This is an optimization exercise on Yosys and OpenROAD, whose aim is a short achievable clock period and few clock cycles, not a production implementation. Function was checked by simulation only, so behaviour that the tests miss may differ from the original. No activity file was given, so power comes from the tool's default toggle rates.

--- design.v ---
`timescale 1ns / 1ps
module mips(
    input clk,
    input reset,
    input [31:0] i_inst_rdata,
    input [31:0] m_data_rdata,
    output [31:0] i_inst_addr,
    output [31:0] m_data_addr,
    output [31:0] m_data_wdata,
    output [3 :0] m_data_byteen,
    output [31:0] m_inst_addr,
    output w_grf_we,
    output [4:0] w_grf_addr,
    output [31:0] w_grf_wdata,
    output [31:0] w_inst_addr
);
    reg  [31:0] pc_f;
    reg  [31:0] ir_f, irpc_f;
    reg  [31:0] hold_ir, hold_pc;
    reg         use_hold, d_valid;
    assign i_inst_addr = pc_f;
    always @(posedge clk) begin
        ir_f   <= i_inst_rdata;
        irpc_f <= pc_f;
    end
    wire [31:0] ir  = use_hold ? hold_ir : ir_f;
    wire [31:0] dpc = use_hold ? hold_pc : irpc_f;
    wire [5:0]  op = ir[31:26];
    wire [5:0]  fn = ir[5:0];
    wire [4:0]  rs = ir[25:21];
    wire [4:0]  rt = ir[20:16];
    wire [4:0]  rd = ir[15:11];
    wire [4:0]  sa = ir[10:6];
    wire [15:0] imm = ir[15:0];
    wire        rty = (op == 6'h00);
    wire i_lb   = op == 6'h20, i_lbu = op == 6'h24, i_lh = op == 6'h21, i_lhu = op == 6'h25, i_lw = op == 6'h23;
    wire i_sb   = op == 6'h28, i_sh  = op == 6'h29, i_sw = op == 6'h2b;
    wire i_addi = op == 6'h08, i_addiu = op == 6'h09, i_slti = op == 6'h0a, i_sltiu = op == 6'h0b;
    wire i_andi = op == 6'h0c, i_ori = op == 6'h0d, i_xori = op == 6'h0e, i_lui = op == 6'h0f;
    wire i_beq  = op == 6'h04, i_bne = op == 6'h05, i_blez = op == 6'h06, i_bgtz = op == 6'h07;
    wire i_bltz = (op == 6'h01) && (rt == 5'd0);
    wire i_bgez = (op == 6'h01) && (rt == 5'd1);
    wire i_j    = op == 6'h02, i_jal = op == 6'h03;
    wire i_add  = rty && fn == 6'h20, i_addu = rty && fn == 6'h21;
    wire i_sub  = rty && fn == 6'h22, i_subu = rty && fn == 6'h23;
    wire i_and  = rty && fn == 6'h24, i_or = rty && fn == 6'h25, i_xor = rty && fn == 6'h26, i_nor = rty && fn == 6'h27;
    wire i_slt  = rty && fn == 6'h2a, i_sltu = rty && fn == 6'h2b;
    wire i_sll  = rty && fn == 6'h00, i_srl = rty && fn == 6'h02, i_sra = rty && fn == 6'h03;
    wire i_sllv = rty && fn == 6'h04, i_srlv = rty && fn == 6'h06, i_srav = rty && fn == 6'h07;
    wire i_jr   = rty && fn == 6'h08, i_jalr = rty && fn == 6'h09;
    wire i_mfhi = rty && fn == 6'h10, i_mthi = rty && fn == 6'h11, i_mflo = rty && fn == 6'h12, i_mtlo = rty && fn == 6'h13;
    wire i_mult = rty && fn == 6'h18, i_multu = rty && fn == 6'h19, i_div = rty && fn == 6'h1a, i_divu = rty && fn == 6'h1b;
    wire is_load  = i_lb | i_lbu | i_lh | i_lhu | i_lw;
    wire is_store = i_sb | i_sh | i_sw;
    wire is_br    = i_beq | i_bne | i_blez | i_bgtz | i_bltz | i_bgez;
    wire shift_i  = i_sll | i_srl | i_sra;
    wire shift_v  = i_sllv | i_srlv | i_srav;
    wire alu_r    = i_add | i_addu | i_sub | i_subu | i_and | i_or | i_xor | i_nor | i_slt | i_sltu;
    wire alu_i    = i_addi | i_addiu | i_slti | i_sltiu | i_andi | i_ori | i_xori;
    wire md       = i_mult | i_multu | i_div | i_divu;
    wire hilo     = md | i_mfhi | i_mflo | i_mthi | i_mtlo;
    wire wr_rd    = alu_r | shift_i | shift_v | i_mfhi | i_mflo | i_jalr;
    wire wr_rt    = alu_i | i_lui | is_load;
    wire [4:0] dest = i_jal ? 5'd31 : wr_rt ? rt : rd;
    wire d_wr     = (wr_rd | wr_rt | i_jal) && (dest != 5'd0);
    wire a_reg    = alu_r | shift_v | alu_i | md | i_mthi | i_mtlo;
    wire b_reg    = alu_r | shift_i | shift_v | md;
    wire duse_rs  = is_br | i_jr | i_jalr | is_load | is_store;
    wire duse_rt  = i_beq | i_bne | is_store;
    reg  [31:0] rf [0:31];
    reg  [31:0] rf_v;
    reg         x_wr, x_isload;
    reg  [4:0]  x_rd;
    wire [31:0] x_val;
    reg         w_wr, w_isload;
    reg  [4:0]  w_rd;
    wire [31:0] w_val;
    wire [31:0] rf_rs = rf_v[rs] ? rf[rs] : 32'd0;
    wire [31:0] rf_rt = rf_v[rt] ? rf[rt] : 32'd0;
    wire x_hit_rs = x_wr && (x_rd == rs);
    wire x_hit_rt = x_wr && (x_rd == rt);
    wire w_hit_rs = w_wr && (w_rd == rs);
    wire w_hit_rt = w_wr && (w_rd == rt);
    wire [31:0] va = (rs == 5'd0) ? 32'd0 : x_hit_rs ? x_val : w_hit_rs ? w_val : rf_rs;
    wire [31:0] vb = (rt == 5'd0) ? 32'd0 : x_hit_rt ? x_val : w_hit_rt ? w_val : rf_rt;
    wire dv_busy_next;
    wire st_ld   = x_isload && ((duse_rs && x_hit_rs) || (duse_rt && x_hit_rt));
    wire st_hilo = hilo && dv_busy_next;
    wire stall   = d_valid && (st_ld || st_hilo);
    wire issue   = d_valid && !stall;
    wire eq    = (va == vb);
    wire a_z   = (va == 32'd0);
    wire taken = (i_beq & eq) | (i_bne & ~eq) | (i_blez & (va[31] | a_z)) |
                 (i_bgtz & ~va[31] & ~a_z) | (i_bltz & va[31]) | (i_bgez & ~va[31]);
    wire [31:0] pc4  = pc_f + 32'd4;
    wire [31:0] pcbr = pc_f + {{14{imm[15]}}, imm, 2'b00};
    wire [31:0] npc  = (i_j | i_jal) ? {pc_f[31:28], ir[25:0], 2'b00} :
                       (i_jr | i_jalr) ? va :
                       taken ? pcbr : pc4;
    always @(posedge clk) begin
        if (reset) begin
            pc_f     <= 32'h0000_3000;
            d_valid  <= 1'b0;
            use_hold <= 1'b0;
        end else begin
            d_valid  <= 1'b1;
            use_hold <= stall;
            if (!stall) pc_f <= d_valid ? npc : pc4;
        end
        if (stall) begin
            hold_ir <= ir;
            hold_pc <= dpc;
        end
    end
    wire [31:0] sext = {{16{imm[15]}}, imm};
    wire [31:0] zext = {16'd0, imm};
    wire [31:0] addr = va + sext;
    wire [3:0]  be   = i_sw ? 4'b1111 :
                       i_sh ? (addr[1] ? 4'b1100 : 4'b0011) :
                       i_sb ? (4'b0001 << addr[1:0]) : 4'b0000;
    wire [31:0] sdat = i_sb ? {4{vb[7:0]}} : i_sh ? {2{vb[15:0]}} : vb;
    wire [31:0] opa  = shift_i ? {27'd0, sa} : (i_lui | i_jal | i_jalr) ? 32'd0 : va;
    wire [31:0] opb  = (i_addi | i_addiu | i_slti | i_sltiu) ? sext :
                       (i_andi | i_ori | i_xori) ? zext :
                       i_lui ? {imm, 16'd0} :
                       (i_jal | i_jalr) ? (dpc + 32'd8) : vb;
    reg  [31:0] x_a, x_b, x_pc;
    reg         x_fa, x_fb;                       
    reg         x_add, x_sub, x_and, x_or, x_xor, x_nor, x_slt, x_sltu;
    reg         x_sll, x_srl, x_sra, x_mfhi, x_mflo;
    reg         x_mult, x_multu, x_div, x_divu, x_mthi, x_mtlo;
    reg  [2:0]  x_lt;                             
    reg  [31:0] m_addr_q, m_wdata_q, m_pc_q;
    reg  [3:0]  m_be_q;
    assign m_data_addr   = m_addr_q;
    assign m_data_wdata  = m_wdata_q;
    assign m_data_byteen = m_be_q;
    assign m_inst_addr   = m_pc_q;
    always @(posedge clk) begin
        if (reset) begin
            x_wr <= 1'b0; x_isload <= 1'b0;
            x_add <= 1'b0; x_sub <= 1'b0; x_and <= 1'b0; x_or <= 1'b0; x_xor <= 1'b0; x_nor <= 1'b0;
            x_slt <= 1'b0; x_sltu <= 1'b0; x_sll <= 1'b0; x_srl <= 1'b0; x_sra <= 1'b0;
            x_mfhi <= 1'b0; x_mflo <= 1'b0;
            x_mult <= 1'b0; x_multu <= 1'b0; x_div <= 1'b0; x_divu <= 1'b0; x_mthi <= 1'b0; x_mtlo <= 1'b0;
            m_be_q <= 4'd0;
        end else begin
            x_wr     <= issue & d_wr;
            x_isload <= issue & is_load;
            x_add    <= issue & (i_add | i_addu | i_addi | i_addiu | i_lui | i_jal | i_jalr);
            x_sub    <= issue & (i_sub | i_subu);
            x_and    <= issue & (i_and | i_andi);
            x_or     <= issue & (i_or | i_ori);
            x_xor    <= issue & (i_xor | i_xori);
            x_nor    <= issue & i_nor;
            x_slt    <= issue & (i_slt | i_slti);
            x_sltu   <= issue & (i_sltu | i_sltiu);
            x_sll    <= issue & (i_sll | i_sllv);
            x_srl    <= issue & (i_srl | i_srlv);
            x_sra    <= issue & (i_sra | i_srav);
            x_mfhi   <= issue & i_mfhi;
            x_mflo   <= issue & i_mflo;
            x_mult   <= issue & i_mult;
            x_multu  <= issue & i_multu;
            x_div    <= issue & i_div;
            x_divu   <= issue & i_divu;
            x_mthi   <= issue & i_mthi;
            x_mtlo   <= issue & i_mtlo;
            m_be_q   <= issue ? be : 4'd0;
        end
        x_rd  <= dest;
        x_a   <= opa;
        x_b   <= opb;
        x_fa  <= a_reg && x_isload && x_hit_rs;
        x_fb  <= b_reg && x_isload && x_hit_rt;
        x_pc  <= dpc;
        x_lt  <= i_lbu ? 3'd1 : i_lb ? 3'd2 : i_lhu ? 3'd3 : i_lh ? 3'd4 : 3'd0;
        m_addr_q  <= addr;
        m_wdata_q <= sdat;
        m_pc_q    <= dpc;
    end
    reg  [31:0] raw_q;                  
    reg  [2:0]  w_lt;
    reg  [1:0]  w_off;
    always @(posedge clk) raw_q <= m_data_rdata;
    wire [7:0]  ld_b = w_off[1] ? (w_off[0] ? raw_q[31:24] : raw_q[23:16]) :
                                  (w_off[0] ? raw_q[15:8]  : raw_q[7:0]);
    wire [15:0] ld_h = w_off[1] ? raw_q[31:16] : raw_q[15:0];
    wire [31:0] ldext = (w_lt == 3'd1) ? {24'd0, ld_b} :
                        (w_lt == 3'd2) ? {{24{ld_b[7]}}, ld_b} :
                        (w_lt == 3'd3) ? {16'd0, ld_h} :
                        (w_lt == 3'd4) ? {{16{ld_h[15]}}, ld_h} : raw_q;
    wire [31:0] A = x_fa ? ldext : x_a;
    wire [31:0] B = x_fb ? ldext : x_b;
    reg  [31:0] hi, lo;
    reg         hi_v, lo_v;
    wire [31:0] hi_r = hi_v ? hi : 32'd0;
    wire [31:0] lo_r = lo_v ? lo : 32'd0;
    wire [31:0] sum  = A + B;
    wire [32:0] dif  = {1'b0, A} - {1'b0, B};
    wire        ltu  = dif[32];
    wire        lts  = (A[31] ^ B[31]) ? A[31] : dif[31];
    wire [4:0]  shamt = A[4:0];
    wire [31:0] shl  = B << shamt;
    wire [31:0] shr  = B >> shamt;
    wire [31:0] sar  = $signed(B) >>> shamt;
    assign x_val = ({32{x_add}}  & sum) |
                   ({32{x_sub}}  & dif[31:0]) |
                   ({32{x_and}}  & (A & B)) |
                   ({32{x_or}}   & (A | B)) |
                   ({32{x_xor}}  & (A ^ B)) |
                   ({32{x_nor}}  & ~(A | B)) |
                   ({31'd0, x_slt & lts}) |
                   ({31'd0, x_sltu & ltu}) |
                   ({32{x_sll}}  & shl) |
                   ({32{x_srl}}  & shr) |
                   ({32{x_sra}}  & sar) |
                   ({32{x_mfhi}} & hi_r) |
                   ({32{x_mflo}} & lo_r);
    wire        msg = x_mult;
    wire [65:0] prod = $signed({msg & A[31], A}) * $signed({msg & B[31], B});
    wire        dv_done;
    wire [31:0] dv_q, dv_r;
    XALU #(.S0(1), .S1(3)) divider(
        .clk(clk), .reset(reset),
        .start(x_div | x_divu), .sgn(x_div),
        .a(A), .b(B),
        .done(dv_done), .busy_next(dv_busy_next),
        .q(dv_q), .r(dv_r));
    always @(posedge clk) begin
        if (x_mult | x_multu) begin
            hi <= prod[63:32]; lo <= prod[31:0];
        end else if (dv_done) begin
            hi <= dv_r; lo <= dv_q;
        end else begin
            if (x_mthi) hi <= A;
            if (x_mtlo) lo <= A;
        end
        if (reset) begin
            hi_v <= 1'b0;
            lo_v <= 1'b0;
        end else begin
            if (x_mult | x_multu | dv_done | x_mthi) hi_v <= 1'b1;
            if (x_mult | x_multu | dv_done | x_mtlo) lo_v <= 1'b1;
        end
    end
    reg  [31:0] w_res, w_pc;
    always @(posedge clk) begin
        if (reset) begin
            w_wr <= 1'b0;
        end else begin
            w_wr <= x_wr;
        end
        w_isload <= x_isload;
        w_rd  <= x_rd;
        w_lt  <= x_lt;
        w_off <= m_addr_q[1:0];
        w_res <= x_val;
        w_pc  <= x_pc;
    end
    assign w_val = w_isload ? ldext : w_res;
    always @(posedge clk) begin
        if (reset) begin
            rf_v <= 32'd0;
        end else if (w_wr) begin
            rf_v[w_rd] <= 1'b1;
        end
        if (w_wr) rf[w_rd] <= w_val;
    end
    reg         t_we;
    reg  [4:0]  t_rd;
    reg  [31:0] t_data, t_pc;
    always @(posedge clk) begin
        if (reset) t_we <= 1'b0;
        else       t_we <= w_wr;
        t_rd   <= w_rd;
        t_data <= w_val;
        t_pc   <= w_pc;
    end
    assign w_grf_we    = t_we;
    assign w_grf_addr  = t_rd;
    assign w_grf_wdata = t_data;
    assign w_inst_addr = t_pc;
endmodule
`timescale 1ns / 1ps
module DivStep(
    input         act,
    input  [31:0] r_in,
    input  [31:0] b1_in,    
    input  [33:0] b3_in,    
    input  [31:0] q_in,
    output [31:0] r_out,
    output [31:0] b1_out,
    output [33:0] b3_out,
    output [31:0] q_out
    );
    wire [34:0] t1 = {3'b0, r_in} - {3'b0, b1_in};
    wire [34:0] t2 = {3'b0, r_in} - {2'b0, b1_in, 1'b0};
    wire [34:0] t3 = {3'b0, r_in} - {1'b0, b3_in};
    wire g1 = ~t1[34];
    wire g2 = ~t2[34];
    wire g3 = ~t3[34];
    wire [1:0] dg = g3 ? 2'd3 : g2 ? 2'd2 : g1 ? 2'd1 : 2'd0;
    wire [31:0] r_n = g3 ? t3[31:0] : g2 ? t2[31:0] : g1 ? t1[31:0] : r_in;
    assign r_out  = act ? r_n : r_in;
    assign q_out  = act ? {q_in[29:0], dg} : q_in;
    assign b1_out = {2'b0, b1_in[31:2]};
    assign b3_out = {2'b0, b3_in[33:2]};
endmodule
module XALU #(parameter S0 = 1, parameter S1 = 4) (
    input         clk,
    input         reset,
    input         start,
    input         sgn,
    input  [31:0] a,
    input  [31:0] b,
    output        done,
    output        busy_next,
    output [31:0] q,
    output [31:0] r
    );
    wire sa = sgn & a[31];
    wire sb = sgn & b[31];
    wire [31:0] na = sa ? -a : a;
    wire [31:0] nb = sb ? -b : b;
    function [5:0] blen(input [31:0] x);
        integer i;
        begin
            blen = 6'd0;
            for (i = 0; i < 32; i = i + 1)
                if (x[i]) blen = i[5:0] + 6'd1;
        end
    endfunction
    wire [5:0] la = blen(na);
    wire [5:0] lb = blen(nb);
    wire [6:0] k0 = {1'b0, la} - {1'b0, lb};
    wire       kneg = k0[6];
    wire [5:0] sh = {k0[5:1], 1'b0};
    wire [5:0] m0 = kneg ? 6'd0 : ({1'b0, k0[5:1]} + 6'd1);
    wire [33:0] nb3 = {2'b0, nb} + {1'b0, nb, 1'b0};
    wire [31:0] b1_0 = nb << sh;
    wire [33:0] b3_0 = nb3 << sh;
    reg        busy;
    reg [5:0]  rem;
    reg [31:0] R, B1, Q;
    reg [33:0] B3;
    reg        qneg, rneg;
    wire [31:0] r0 [0:S0];
    wire [31:0] b10 [0:S0];
    wire [33:0] b30 [0:S0];
    wire [31:0] q0 [0:S0];
    assign r0[0] = na; assign b10[0] = b1_0; assign b30[0] = b3_0; assign q0[0] = 32'd0;
    genvar g;
    generate for (g = 0; g < S0; g = g + 1) begin : blk0
        DivStep st(.act(m0 > g), .r_in(r0[g]), .b1_in(b10[g]), .b3_in(b30[g]), .q_in(q0[g]),
                   .r_out(r0[g+1]), .b1_out(b10[g+1]), .b3_out(b30[g+1]), .q_out(q0[g+1]));
    end endgenerate
    wire [31:0] r1 [0:S1];
    wire [31:0] b11 [0:S1];
    wire [33:0] b31 [0:S1];
    wire [31:0] q1 [0:S1];
    assign r1[0] = R; assign b11[0] = B1; assign b31[0] = B3; assign q1[0] = Q;
    generate for (g = 0; g < S1; g = g + 1) begin : blk1
        DivStep st(.act(rem > g), .r_in(r1[g]), .b1_in(b11[g]), .b3_in(b31[g]), .q_in(q1[g]),
                   .r_out(r1[g+1]), .b1_out(b11[g+1]), .b3_out(b31[g+1]), .q_out(q1[g+1]));
    end endgenerate
    wire fin0 = start & (m0 <= S0);
    wire fin1 = busy & (rem <= S1);
    assign done = fin0 | fin1;
    assign busy_next = (start & (m0 > S0)) | (busy & (rem > S1));
    wire [31:0] qu = start ? q0[S0] : q1[S1];
    wire [31:0] ru = start ? r0[S0] : r1[S1];
    wire        qn = start ? (sa ^ sb) : qneg;
    wire        rn = start ? sa : rneg;
    assign q = qn ? -qu : qu;
    assign r = rn ? -ru : ru;
    always @(posedge clk) begin
        if (reset) begin
            busy <= 1'b0;
        end else if (start) begin
            busy <= (m0 > S0);
        end else if (busy) begin
            busy <= (rem > S1);
        end
        if (start) begin
            rem <= m0 - S0;
            R <= r0[S0]; B1 <= b10[S0]; B3 <= b30[S0]; Q <= q0[S0];
            qneg <= sa ^ sb; rneg <= sa;
        end else if (busy) begin
            rem <= rem - S1;
            R <= r1[S1]; B1 <= b11[S1]; B3 <= b31[S1]; Q <= q1[S1];
        end
    end
endmodule
--- run.sh ---
#!/bin/bash
# synth_recipe.tcl (not shown) runs the flow's synth.tcl, then flattens the netlist and writes it again
# the make line also repeats each setting of config.mk as NAME=value (left out here)
make -C /OpenROAD-flow-scripts/flow DESIGN_CONFIG=/design/flow/config.mk WORK_HOME=/design/flow/orfs CLKGATE_MAP_FILE= SYNTH_SCRIPT=/design/flow/synth_recipe.tcl finish
--- config.mk ---
export PLATFORM = sky130hd
export DESIGN_NAME = mips
export DESIGN_NICKNAME = mips
export VERILOG_FILES = /design/flow/design.v
export SDC_FILE = /design/flow/constraint.sdc
export NUM_CORES = 4
export LEC_CHECK = 0
export CAP_MARGIN = 20
export CORE_MARGIN = 2
export CORE_UTILIZATION = 40
export PLACE_DENSITY = 0.6
export SLEW_MARGIN = 20
--- constraint.sdc ---
create_clock -name core_clock -period 100.0 [get_ports {clk}]
set_input_delay 20.0000 -clock core_clock [delete_from_list [all_inputs] [get_ports {clk}]]
set_output_delay 20.0000 -clock core_clock [all_outputs]
set_load 0.01 [all_outputs]
==> flow_metrics.tcl, run 1 <==
set metrics [dict create \
    critPathBufInv 1 \
    synth_fa_ha_area_frac 0.205 \
    cts_resized 0 \
    p_leak_nw 69.7 \
    pwr-share-clk 0.268 \
    fin_crit_ns 22.24 \
    cp-end-kind "output pin" \
    path_cells "clkdlybuf4s50_1" \
    die_w_um 634 \
    core_um2 396000 \
    power_density_nw_per_um2 16.0 \
    cts_tree "done" \
    yosys.area_share.simple 0.169 \
    cts_hold_buf 0 \
    critPathMaxFanout 9 \
    htreeDepth 4 \
    largest_reg_flops 1024 \
    synth-main-ff-cell "edfxtp_1" \
    dp_hpwl_um 490000 \
    rsz0062_at_grt "no" \
    ir_drop_mv 0.0300 \
    gp_congestion 1.09 \
    status "complete, no violations" \
    area_growth_pct 10.5 \
    io_buffers 267 \
    finClkSkew_ns 0.112 \
    drive_above_1_share 0.0854 \
    numCtsBuffers 200 \
    path_clk_slew_ns 0.07 \
    synth-xor-area-share 0.0378 \
    synth-seq-cells 1792 \
    p_int_mw 1.64 \
    nets 19300 \
    timing.fmax_mhz 45.0 \
    largest-register "rf" \
    slowest_delay_ns 0.74 \
    insertion_delay_ns 0.98 \
    grt_overflow 0 \
    crit_slowest_cell "clkdlybuf4s50_1" \
    routed_wl_um 672000 \
    critical_path.top_delay_family "buffers and inverters" \
    total_power_mw 2.82 \
    synth_seq_area_share 0.307 \
    vias_per_cell 6.20 \
    first_pass_iters 10 \
    post-cts-setup-buffers 0 \
    fin_crit_sh 0.222 \
    synthDistinctLibCells 124 \
    crit_type "flip-flop to output pin" \
    antenna_left 0 \
    relSlewSlack 0.116 \
    dieHeight_um 634 \
    drt_iter0_drc 17900 \
    clockBufferDepth 4 \
    grt_pass1_wl_um 958000 \
    drv_cap 0 \
    wl_per_cell_um 29.5 \
    final-max-slew-violation-count 0 \
    p_seq_frac 0.289 \
    postSynthCellCount 17500 \
    setup_viol_count_final 0 \
    grt_use_total 0.326 \
    root_buffer "clkbuf_16" \
    p_sw_frac 0.416 \
    synth_compound_area_frac 0.158 \
    yosysWarningCount 2 \
    start_util 0.402 \
    synth_area_um2 159000 \
    final_cell_mix "nand2_1 (3029), inv_1 (1488), edfxtp_1 (1284)" \
    fin_area_um2 176000 \
    grt_max_degree 167 \
    synth_top_family_by_area "adder cells" \
    fp-row-count 231 \
    final_common_cell "nand2_1" \
    tightest_slew_ns 1.31 \
    arrival_ns 2.24 \
    vias 141000 \
    power_switching_mw 1.17 \
    grt_pass1_vias 135000 \
    synth.avg_cell_area_um2 9.10 \
    synth_edf_count 1284 \
    ioPinCount 268 \
    antenna_found_initial 55 \
    p_comb_frac 0.443 \
    muxShareOfSynthArea 0.0618 \
    dieArea_um2 402000 \
    fillers 38300 \
    post_dp_cell_area_um2 169000 \
    cts_sinks 1792 \
    cp-start-kind "flip-flop" \
    required_ns 80.00 \
    hold_path_class "flip-flop to flip-flop" \
    synthesis.nets 19500 \
    hold_viol_final 0 \
    tns_ns 0 \
    drc 0 \
    synthArstFlopShare 0 \
]
cells in the mapped netlist, types with 266 or more instances:
library cell,count,area [µm²]
nor3_1,286,1430
mux4_2,288,6490
nand3_1,595,2980
fa_1,1144,22900
a21oi_1,908,4540
inv_1,1497,5620
clkbuf_1,731,2740
nor2_1,1235,4640
edfxtp_1,1284,38600
dfxtp_1,508,10200
xnor2_1,480,4200
and3_1,290,1810
ha_1,774,9680
nand2_1,3030,11400
a311oi_1,266,2330
o21ai_0,716,3580
cell type report:
cell class	count	area (µm²)	area share
timing repair buffer	746	6440	0.0367
multi-input combinational	13100	101000	0.578
sequential	1792	48700	0.277
clock buffer	263	5640	0.0321
antenna	25	62.6	0.000356
inverter	1536	5800	0.0330
tap	5242	6560	0.0373
clock inverter	108	947	0.00539
metal layers:
| layer | part of all wire | vias to the layer above | wire length [µm] | GRT usage |
|---|---|---|---|---|
| met4 | 0.084 | 34 | 56700 | 0.223 |
| met1 | 0.37 | 69500 | 246000 | 0.396 |
| met3 | 0.11 | 2146 | 74600 | 0.0866 |
| li1 | - | 61200 | - | - |
| met2 | 0.44 | 8400 | 295000 | 0.506 |
| met5 | 0.00036 | - | 241 | 0 |
per-stage QoR:
stage                      util  instances  hold WS (ns)  setup slack, ns
after floorplan               -      17500         0.310            78.81
after global placement    0.427      22400         0.315            77.31
after detailed placement  0.427      22400         0.314            77.38
after CTS                 0.444      22800         0.324            77.72
after global routing      0.444      22800         0.326            77.73
final                     0.444      22800         0.323            77.76
path summary, 6_finish.rpt:
check	endpoint	slack, ns	depth (start not counted)	startpoint
max reg2reg	hi[28]	82.03	51	w_off[0]
min reg2reg	t_pc[29]	0.32	0	w_pc[29]
max	i_inst_addr[11]	77.76	1	pc_f[11]
min	t_pc[29]	0.32	0	w_pc[29]
logic make-up (layout without fill, tap and decap cells):
logic type	count (synthesis)	after routing
other cells	0	25
xor+xnor	683	683
flops	1792	1792
compound gates	3750	3750
buf+inv	2605	2653
simple gates	6113	6113
mux	614	614
fa+ha+maj	1918	1918
power groups by stage:
stage / combinational [mW] / clock [mW] / sequential [mW]
2_1_floorplan: 0.825 / 0 / 0.824
3_3_place_gp: 1.20 / 0 / 0.829
3_5_place_dp: 1.21 / 0 / 0.829
4_1_cts: 1.21 / 0.760 / 0.813
5_1_grt: 1.33 / 0.788 / 0.813
6_report: 1.25 / 0.754 / 0.814
Testbench counts, summed over its fixed seeds: cycles 83,117.
==> inputs of run 2 (changes only) <==
--- a/design.v
+++ b/design.v
@@ -14,14 +14,16 @@
     output [31:0] w_grf_wdata,
     output [31:0] w_inst_addr
 );
-    reg  [31:0] pc_f;
+    reg  [31:0] pc_f;           
+    reg  [31:0] pc_n;           
+    wire [31:0] pc_i = ~pc_n;
     reg  [31:0] ir_f, irpc_f;
     reg  [31:0] hold_ir, hold_pc;
     reg         use_hold, d_valid;
     assign i_inst_addr = pc_f;
     always @(posedge clk) begin
         ir_f   <= i_inst_rdata;
-        irpc_f <= pc_f;
+        irpc_f <= pc_i;
     end
     wire [31:0] ir  = use_hold ? hold_ir : ir_f;
     wire [31:0] dpc = use_hold ? hold_pc : irpc_f;
@@ -92,20 +94,24 @@
     wire a_z   = (va == 32'd0);
     wire taken = (i_beq & eq) | (i_bne & ~eq) | (i_blez & (va[31] | a_z)) |
                  (i_bgtz & ~va[31] & ~a_z) | (i_bltz & va[31]) | (i_bgez & ~va[31]);
-    wire [31:0] pc4  = pc_f + 32'd4;
-    wire [31:0] pcbr = pc_f + {{14{imm[15]}}, imm, 2'b00};
-    wire [31:0] npc  = (i_j | i_jal) ? {pc_f[31:28], ir[25:0], 2'b00} :
+    wire [31:0] pc4  = pc_i + 32'd4;
+    wire [31:0] pcbr = pc_i + {{14{imm[15]}}, imm, 2'b00};
+    wire [31:0] npc  = (i_j | i_jal) ? {pc_i[31:28], ir[25:0], 2'b00} :
                        (i_jr | i_jalr) ? va :
                        taken ? pcbr : pc4;
     always @(posedge clk) begin
         if (reset) begin
             pc_f     <= 32'h0000_3000;
+            pc_n     <= ~32'h0000_3000;
             d_valid  <= 1'b0;
             use_hold <= 1'b0;
         end else begin
             d_valid  <= 1'b1;
             use_hold <= stall;
-            if (!stall) pc_f <= d_valid ? npc : pc4;
+            if (!stall) begin
+                pc_f <= d_valid ? npc : pc4;
+                pc_n <= ~(d_valid ? npc : pc4);
+            end
         end
         if (stall) begin
             hold_ir <= ir;
==> flow/run.sh (new file) <==
#!/bin/bash
# The standard layout (standard.sh) with two optimisation settings:
#  - the input and output port buffers are sky130_fd_sc_hd__buf_8 cells
#    instead of the flow's default buffer cell;
#  - the resizer's setup-slack target (SETUP_SLACK_MARGIN) is 78.7 ns, so
#    repair_timing works on every path slower than 21.3 ns of the 100 ns
#    clock (the constraints themselves are unchanged); gate cloning is off
#    (SKIP_GATE_CLONING), so repair never copies a cell.
# All of the flow's output goes to standard_flow.log; ORFS keeps each
# step's log under orfs/logs.
set -euo pipefail
export BUFFER_PORTS_ARGS="-buffer_cell sky130_fd_sc_hd__buf_8"
export SETUP_SLACK_MARGIN=78.7
export SKIP_GATE_CLONING=1
bash standard.sh finish "BUFFER_PORTS_ARGS=$BUFFER_PORTS_ARGS" "SETUP_SLACK_MARGIN=$SETUP_SLACK_MARGIN" \
    "SKIP_GATE_CLONING=$SKIP_GATE_CLONING" > standard_flow.log 2>&1
==> standard.sh (new file) <==
#!/bin/bash
# synth_recipe.tcl (not shown) runs the flow's synth.tcl, then flattens the netlist and writes it again
# the make line also repeats each setting of config.mk as NAME=value (left out here)
make -C /OpenROAD-flow-scripts/flow DESIGN_CONFIG=/design/flow/config.mk WORK_HOME=/design/flow/orfs CLKGATE_MAP_FILE= SYNTH_SCRIPT=/design/flow/synth_recipe.tcl "${@:-finish}"
removed: run.sh
==> run 2 against run 1 <==
- register-to-register slack got worse by 0.32 ns
- synthesized cell count grew 2.0%
- critical path type unchanged
- worst hold slack better by 0.0032 ns
- critical endpoint is now i_inst_addr[12]
- still clean
- largest power group unchanged
- core utilization grew 0.44 points
- first-iteration DRC count increased by 6.8%
- clock power is 2% higher
- wire length is 2.4% higher
- non-clock buffer count increased by 33
- die area grew 1.2%
==> flow_metrics.tcl, run 2 <==
set metrics [dict create \
    wl_per_cell_um 29.7 \
    routed_wl_um 688000 \
    fin_crit_ns 21.41 \
    drt_iter0_drc 19100 \
    final_util 0.448 \
    hold_viol_final 0 \
    drive_above_1_share 0.111 \
    fin_crit_sh 0.214 \
    synth-seq-cells 1824 \
    ioPinCount 268 \
    largest-register "rf" \
    cts_sinks 1824 \
    slowest_delay_ns 0.35 \
    crit_type "flip-flop to output pin" \
    cts_tree "done" \
    critPathBufInv 1 \
    start_util 0.402 \
    wl_met1_um 246000 \
    setup_viol_count_final 0 \
    grt_max_degree 118 \
    postSynthCellCount 17800 \
    grt_use_total 0.329 \
    required_ns 80.00 \
    antenna_found_initial 62 \
    relSlewSlack 0.140 \
    synthDistinctLibCells 118 \
    clockBufferDepth 4 \
    path_cells "buf_8" \
    yosys-top-cells-count "nand2_1 (3126), inv_1 (1493), nor2_1 (1286), edfxtp_1 (1284), fa_1 (1144)" \
    critPathMaxFanout 2 \
    drc 0 \
    synth_top_area_frac 0.240 \
    synth_most_common_cell "nand2_1" \
    numCtsBuffers 199 \
    core_um2 400000 \
    ir_drop_mv 0.0280 \
    met2_length_um 303000 \
    critical_path.top_delay_family "flip-flops" \
    arrival_ns 1.41 \
    die_w_um 638 \
    synth_seq_area_share 0.307 \
    synth_edf_count 1284 \
    timing.fmax_mhz 46.7 \
    synth.avg_cell_area_um2 9.03 \
    antenna_left 0 \
    drv_cap 0 \
    synthTopCellsByArea "edfxtp_1 (24%), fa_1 (14%), nand2_1 (7.3%)" \
    tightest_slew_ns 1.28 \
    crit_slowest_cell "dfxtp_2" \
    status "complete, no violations" \
    setup_ws_ns 78.59 \
    grt_pass1_wl_um 982000 \
    path_clk_slew_ns 0.07 \
    vias 145000 \
    hold_slack_ns 0.326 \
    nets 19700 \
    post-place-ws_ns 78.31 \
    final_cell_mix "nand2_1 (3124), inv_1 (1483), edfxtp_1 (1284)" \
    tns_ns 0 \
    first_pass_iters 9 \
    final-max-slew-violation-count 0 \
    power_density_nw_per_um2 17.5 \
    hold_path_class "flip-flop to flip-flop" \
    fp-row-count 232 \
    p_leak_nw 71.4 \
    synth-main-ff-cell "edfxtp_1" \
    largest_reg_flops 1024 \
    insertion_delay_ns 0.93 \
    vias_per_cell 6.24 \
    dieHeight_um 638 \
    grt_pass1_vias 139000 \
    grt_overflow 0 \
    gp_congestion 1.07 \
    dieArea_um2 407000 \
    top_layer "met5" \
    cp-end-kind "output pin" \
    root_buffer "clkbuf_16" \
    synthesis.nets 19800 \
    dp_hpwl_um 499000 \
    finClkSkew_ns 0.102 \
    synth_area_um2 161000 \
    yosysWarningCount 2 \
    rsz0062_at_grt "yes" \
    synthArstFlopShare 0 \
    cp-start-kind "flip-flop" \
    cts_hold_buf 0 \
    io_buffers 267 \
    htreeDepth 4 \
    yosys.area.top_type "edfxtp_1" \
    wl_met3_um 79800 \
    final_common_cell "nand2_1" \
    area_growth_pct 11.4 \
]
==> run 2: changes by cell type in the layout (fill, tap and decap cells not counted), moves of 48 or more <==
cell	delta
buf_8	+267
clkdlybuf4s50_1	-266
nand3_1	+212
dfxtp_2	+200
dfxtp_1	-169
and3_1	-135
nand2_1	+95
o21ai_0	+93
nor3_1	-55
nor2_1	+51
a21o_1	+48
==> run 2: layer usage <==
layer,GRT usage,up-vias
li1,-,62300
met1,0.393,71000
met2,0.507,8855
met3,0.0942,2351
met4,0.235,38
met5,0,-
==> run 2: kinds of logic after synthesis <==
kind of cell    synth area share
compound gates             0.159
xor+xnor                  0.0368
fa+ha+maj                  0.202
buf+inv                   0.0623
flops                      0.307
mux                       0.0629
simple gates               0.170
==> run 2: final cells by class <==
| type | instances | area, µm² |
|---|---|---|
| tap | 5265 | 6590 |
| sequential | 1824 | 49600 |
| fill | 38400 | 221000 |
| inverter | 1532 | 5790 |
| timing repair buffer | 779 | 7950 |
| clock buffer | 249 | 5470 |
| multi-input combinational | 13400 | 103000 |
| antenna | 25 | 62.6 |
| clock inverter | 116 | 1190 |
==> run 2: final timing paths <==
check | from | end | slack (ns) | depth (start not counted)
max | pc_f[12] | i_inst_addr[12] | 78.59 | 1
min | w_pc[22] | t_pc[22] | 0.33 | 0
max reg2reg | divider.R[0] | hi[21] | 81.71 | 56
min reg2reg | w_pc[22] | t_pc[22] | 0.33 | 0
==> run 2: where the power goes <==
part           leakage [nW]  internal [mW]  switching, mW
Sequential             16.6          0.820         0.0169
Combinational          51.5          0.526          0.999
Clock                  3.25          0.432          0.336
Total                  71.4           1.78           1.35
==> run 2: stage by stage <==
step,total power [mW],std cells,area (µm²)
6_report,3.13,23200,179000
5_1_grt,3.26,23100,179000
4_1_cts,3.09,23100,179000
3_5_place_dp,2.32,22700,172000
3_3_place_gp,2.31,22700,172000
2_1_floorplan,1.83,17800,161000
==> run 2: repair_timing <==
action | in CTS | in global routing
buffers inserted | 3 | 4
gates resized for setup | 202 | 0
gates cloned | 0 | 0
endpoints found under the setup margin | 202 | 202
Testbench counts of run 2, summed over its fixed seeds: cycles 83,117.

==> port drivers added, routing unchanged <==
The results above use ideal ports. As a check the final layouts listed here were re-extracted and re-timed, cells and wires unchanged.
Step 1, drivers: a clkbuf_16 drives clk and a buf_2 each remaining input, both assumed.
Step 2 adds t to the input delays and takes it off the output delays; t is the mean of the earliest and latest rising clock arrival at the registers after step 1. Input paths then give back, and output paths get back, about the clock's delay inside the block.
Slacks: ideal ports / drivers / drivers and shift; pairs: ideal ports / drivers.
| run | t (ns) | slack for setup (ns) | slew at the worst register clock pin (ns) |
|---|---|---|---|
| run 1 | 1.006 | 77.756 / 77.669 / 77.298 | 0.08 / 0.08 |
| run 2 | 0.968 | 78.593 / 78.510 / 78.225 | 0.08 / 0.08 |
After both steps every run listed still meets setup and hold. For run 1, which loses most, drivers alone change the setup slack by -0.087 ns; drivers and shift together by -0.458 ns.
